Context: an optimization exercise on an open-source flow, tuned for small area, a short achievable clock period and few clock cycles per item. The choices shown serve that exercise and are no tape-out recipe. The RTL was checked by simulation tests, not by an equivalence proof against the original design.

the baseline:
==> flow/design.v <==
module sub32 (input [31:0] a, input [31:0] b, output [31:0] d, output cout);
assign {cout, d} = {1'b1, a} - {1'b0, b};
endmodule
module divider #(parameter size=32)
(
	input [size-1:0] dividend,
	input [size-1:0] divisor,
	input clk, reset, start,
	output [size-1:0] quotient,
	output [size-1:0] remainder,
	output error,
	output done
);
localparam [2:0] ST_IDLE = 3'b000, ST_ALIGN = 3'b001, ST_ITER = 3'b010,
                 ST_DONE = 3'b100, ST_ERR = 3'b101;
reg [2:0] state;
reg [31:0] rem_r, dvs_r, quo_r;
reg [4:0] cnt;
reg [2:0] lza_r;
reg       brw_r;
function [2:0] lz4(input [3:0] v);
	begin
		lz4[2] = ~|v;
		lz4[1] = ~|v[3:2];
		lz4[0] = v[3] ? 1'b0 : v[2] ? 1'b1 : ~v[1];
	end
endfunction
function [3:0] lz8(input [7:0] v);
	reg [2:0] h, l;
	begin
		h = lz4(v[7:4]);
		l = lz4(v[3:0]);
		lz8 = {h[2] & l[2], h[2], h[2] ? l[1:0] : h[1:0]};
	end
endfunction
function [4:0] lz16(input [15:0] v);
	reg [3:0] h, l;
	begin
		h = lz8(v[15:8]);
		l = lz8(v[7:0]);
		lz16 = {h[3] & l[3], h[3], h[3] ? l[2:0] : h[2:0]};
	end
endfunction
function [5:0] lz32(input [31:0] v);
	reg [4:0] h, l;
	begin
		h = lz16(v[31:16]);
		l = lz16(v[15:0]);
		lz32 = {h[4] & l[4], h[4], h[4] ? l[3:0] : h[3:0]};
	end
endfunction
function [31:0] smear(input [31:0] v);
	reg [31:0] s;
	begin
		s = v | (v >> 1);
		s = s | (s >> 2);
		s = s | (s >> 4);
		s = s | (s >> 8);
		smear = s | (s >> 16);
	end
endfunction
wire [5:0] lz_a = lz32(dividend);
wire [5:0] lz_b = lz32(divisor);
wire [2:0] d_lo = {1'b0, lz_b[1:0]} - {1'b0, lz_a[1:0]};    
wire [2:0] hp = cnt[4:2] ^ ~lza_r;
wire [2:0] hg = cnt[4:2] & ~lza_r;
wire       hc0 = ~brw_r;
wire       hc1 = hg[0] | (hp[0] & hc0);
wire       hc2 = hg[1] | (hp[1] & hg[0]) | (hp[1] & hp[0] & hc0);
wire [4:0] dsh = {hp[2] ^ hc2, hp[1] ^ hc1, hp[0] ^ hc0, cnt[1:0]};  
wire       b_zero = ~|divisor;
wire       q_zero = |(divisor & ~smear(dividend));       
wire [31:0] diff;
wire        fits;     
sub32 u_sub (.a(rem_r), .b(dvs_r), .d(diff), .cout(fits));
wire in_idle  = (state == ST_IDLE);
wire in_align = (state == ST_ALIGN);
wire in_iter  = (state == ST_ITER);
always @(posedge clk) begin
	if (reset)
		state <= ST_IDLE;
	else case (state)
		ST_IDLE:  if (start) state <= b_zero ? ST_ERR : q_zero ? ST_DONE : ST_ALIGN;
		ST_ALIGN: state <= ST_ITER;
		ST_ITER:  if (cnt == 5'd31) state <= ST_DONE;
		default:  state <= ST_IDLE;
	endcase
end
always @(posedge clk) begin
	if (in_idle) begin
		dvs_r <= divisor;
		quo_r <= 32'd0;
		cnt   <= {lz_b[4:2], d_lo[1:0]};
	end else begin
		dvs_r <= in_align ? dvs_r << dsh : dvs_r >> 1;
		quo_r <= {quo_r[30:0], fits & in_iter};
		cnt   <= (in_align ? dsh : cnt) - 5'd1;    
	end
end
always @(posedge clk) begin
	lza_r <= lz_a[4:2];
	brw_r <= d_lo[2];
end
always @(posedge clk) begin
	if (in_idle)
		rem_r <= dividend;
	else if (in_iter & fits)
		rem_r <= diff;
end
assign quotient  = quo_r;
assign remainder = rem_r;
assign error     = state[2] & state[0];
assign done      = state[2];
endmodule
clock: 5.0 ns
lec_check: 0
abc_area: 1
cap_margin: 20
core_margin: 2
core_utilization: 40
setup_slack_margin: 2.5
slew_margin: 20
standard.sh (not shown) runs the stock make flow with config.mk's settings and CLKGATE_MAP_FILE= SYNTH_SCRIPT=/design/flow/synth_recipe.tcl, a recipe that flattens the netlist after the stock synthesis.
==> flow/flow/run.sh <==
#!/bin/bash
# Layout flow: the standard flow (standard.sh, unchanged synthesis and
# steps), except that the port buffers that global placement inserts are
# sky130_fd_sc_hd__buf_1 cells instead of the default choice. Every input and
# output port still gets its own buffer, and timing repair may resize them.
set -euo pipefail
bash standard.sh "BUFFER_PORTS_ARGS=-buffer_cell sky130_fd_sc_hd__buf_1" finish > standard.log 2>&1
Testbench counts of the baseline, summed over its fixed seeds: cycles 20,476, items 2,400.
Modified inputs, the candidate compared to the baseline
diff --git a/flow/design.v b/flow/design.v
--- a/flow/design.v
+++ b/flow/design.v
@@ -14,11 +14,10 @@
 localparam [2:0] ST_IDLE = 3'b000, ST_ALIGN = 3'b001, ST_ITER = 3'b010,
                  ST_DONE = 3'b100, ST_ERR = 3'b101;
 reg [2:0] state;
 reg [31:0] rem_r, dvs_r, quo_r;
-reg [4:0] cnt;
-reg [2:0] lza_r;
-reg       brw_r;
+reg [4:0] cnt;    
+reg [4:0] lza_r;  
 function [2:0] lz4(input [3:0] v);
 	begin
 		lz4[2] = ~|v;
 		lz4[1] = ~|v[3:2];
@@ -60,15 +59,9 @@
 	end
 endfunction
 wire [5:0] lz_a = lz32(dividend);
 wire [5:0] lz_b = lz32(divisor);
-wire [2:0] d_lo = {1'b0, lz_b[1:0]} - {1'b0, lz_a[1:0]};    
-wire [2:0] hp = cnt[4:2] ^ ~lza_r;
-wire [2:0] hg = cnt[4:2] & ~lza_r;
-wire       hc0 = ~brw_r;
-wire       hc1 = hg[0] | (hp[0] & hc0);
-wire       hc2 = hg[1] | (hp[1] & hg[0]) | (hp[1] & hp[0] & hc0);
-wire [4:0] dsh = {hp[2] ^ hc2, hp[1] ^ hc1, hp[0] ^ hc0, cnt[1:0]};  
+wire [4:0] dsh  = cnt - lza_r;                          
 wire       b_zero = ~|divisor;
 wire       q_zero = |(divisor & ~smear(dividend));       
 wire [31:0] diff;
 wire        fits;     
@@ -89,19 +82,17 @@
 always @(posedge clk) begin
 	if (in_idle) begin
 		dvs_r <= divisor;
 		quo_r <= 32'd0;
-		cnt   <= {lz_b[4:2], d_lo[1:0]};
+		cnt   <= lz_b[4:0];
 	end else begin
 		dvs_r <= in_align ? dvs_r << dsh : dvs_r >> 1;
 		quo_r <= {quo_r[30:0], fits & in_iter};
-		cnt   <= (in_align ? dsh : cnt) - 5'd1;    
+		cnt   <= cnt + (in_align ? ~lza_r : 5'b11111);    
 	end
 end
-always @(posedge clk) begin
-	lza_r <= lz_a[4:2];
-	brw_r <= d_lo[2];
-end
+always @(posedge clk)
+	lza_r <= lz_a[4:0];
 always @(posedge clk) begin
 	if (in_idle)
 		rem_r <= dividend;
 	else if (in_iter & fits)
Notes after the runs:
- Diff the candidate and the baseline: non-filler instance count after layout lower in the baseline
- The candidate: total nets after synthesis 49 above the baseline
- [compare] base=the baseline new=the candidate: post-detailed-route wirelength per cell fell by 0.42 µm, first-pass GRT wire length rose by 2.7%, number of vias in the routed layout rose by 2.1%, routed wire length fell by about 1.6%.
Testbench counts of the candidate, summed over its fixed seeds: cycles 20,476, items 2,400.

-- port drivers added, routing unchanged --
In the flow no input, the clock included, has a driving cell. The finished layouts below were timed again as built, in two steps. Step 1 (the two cells are an assumption about what drives the block):
set clk [get_ports {clk}]
set_driving_cell -lib_cell sky130_fd_sc_hd__clkbuf_16 $clk
set_driving_cell -lib_cell sky130_fd_sc_hd__buf_2 [delete_from_list [all_inputs] $clk]
Step 2, shift: input delay + t, output delay - t, t = (earliest + latest rising clock arrival at the registers) / 2. This alone moves slack from input paths to output paths. a / b / c = ideal ports / drivers / drivers and shift; a / b = the first two.
| run | t (ns) | setup WS [ns] | clock arrival spread, ns |
|---|---|---|---|
| the baseline | 0.421 | 2.459 / 2.459 / 2.087 | 0.009 / 0.010 |
| the candidate | 0.431 | 2.422 / 2.422 / 2.302 | 0.015 / 0.015 |
After both steps setup and hold are still met in every run listed. For the baseline, which loses most, drivers alone change the setup slack by 0.000 ns; drivers and shift together by -0.372 ns.
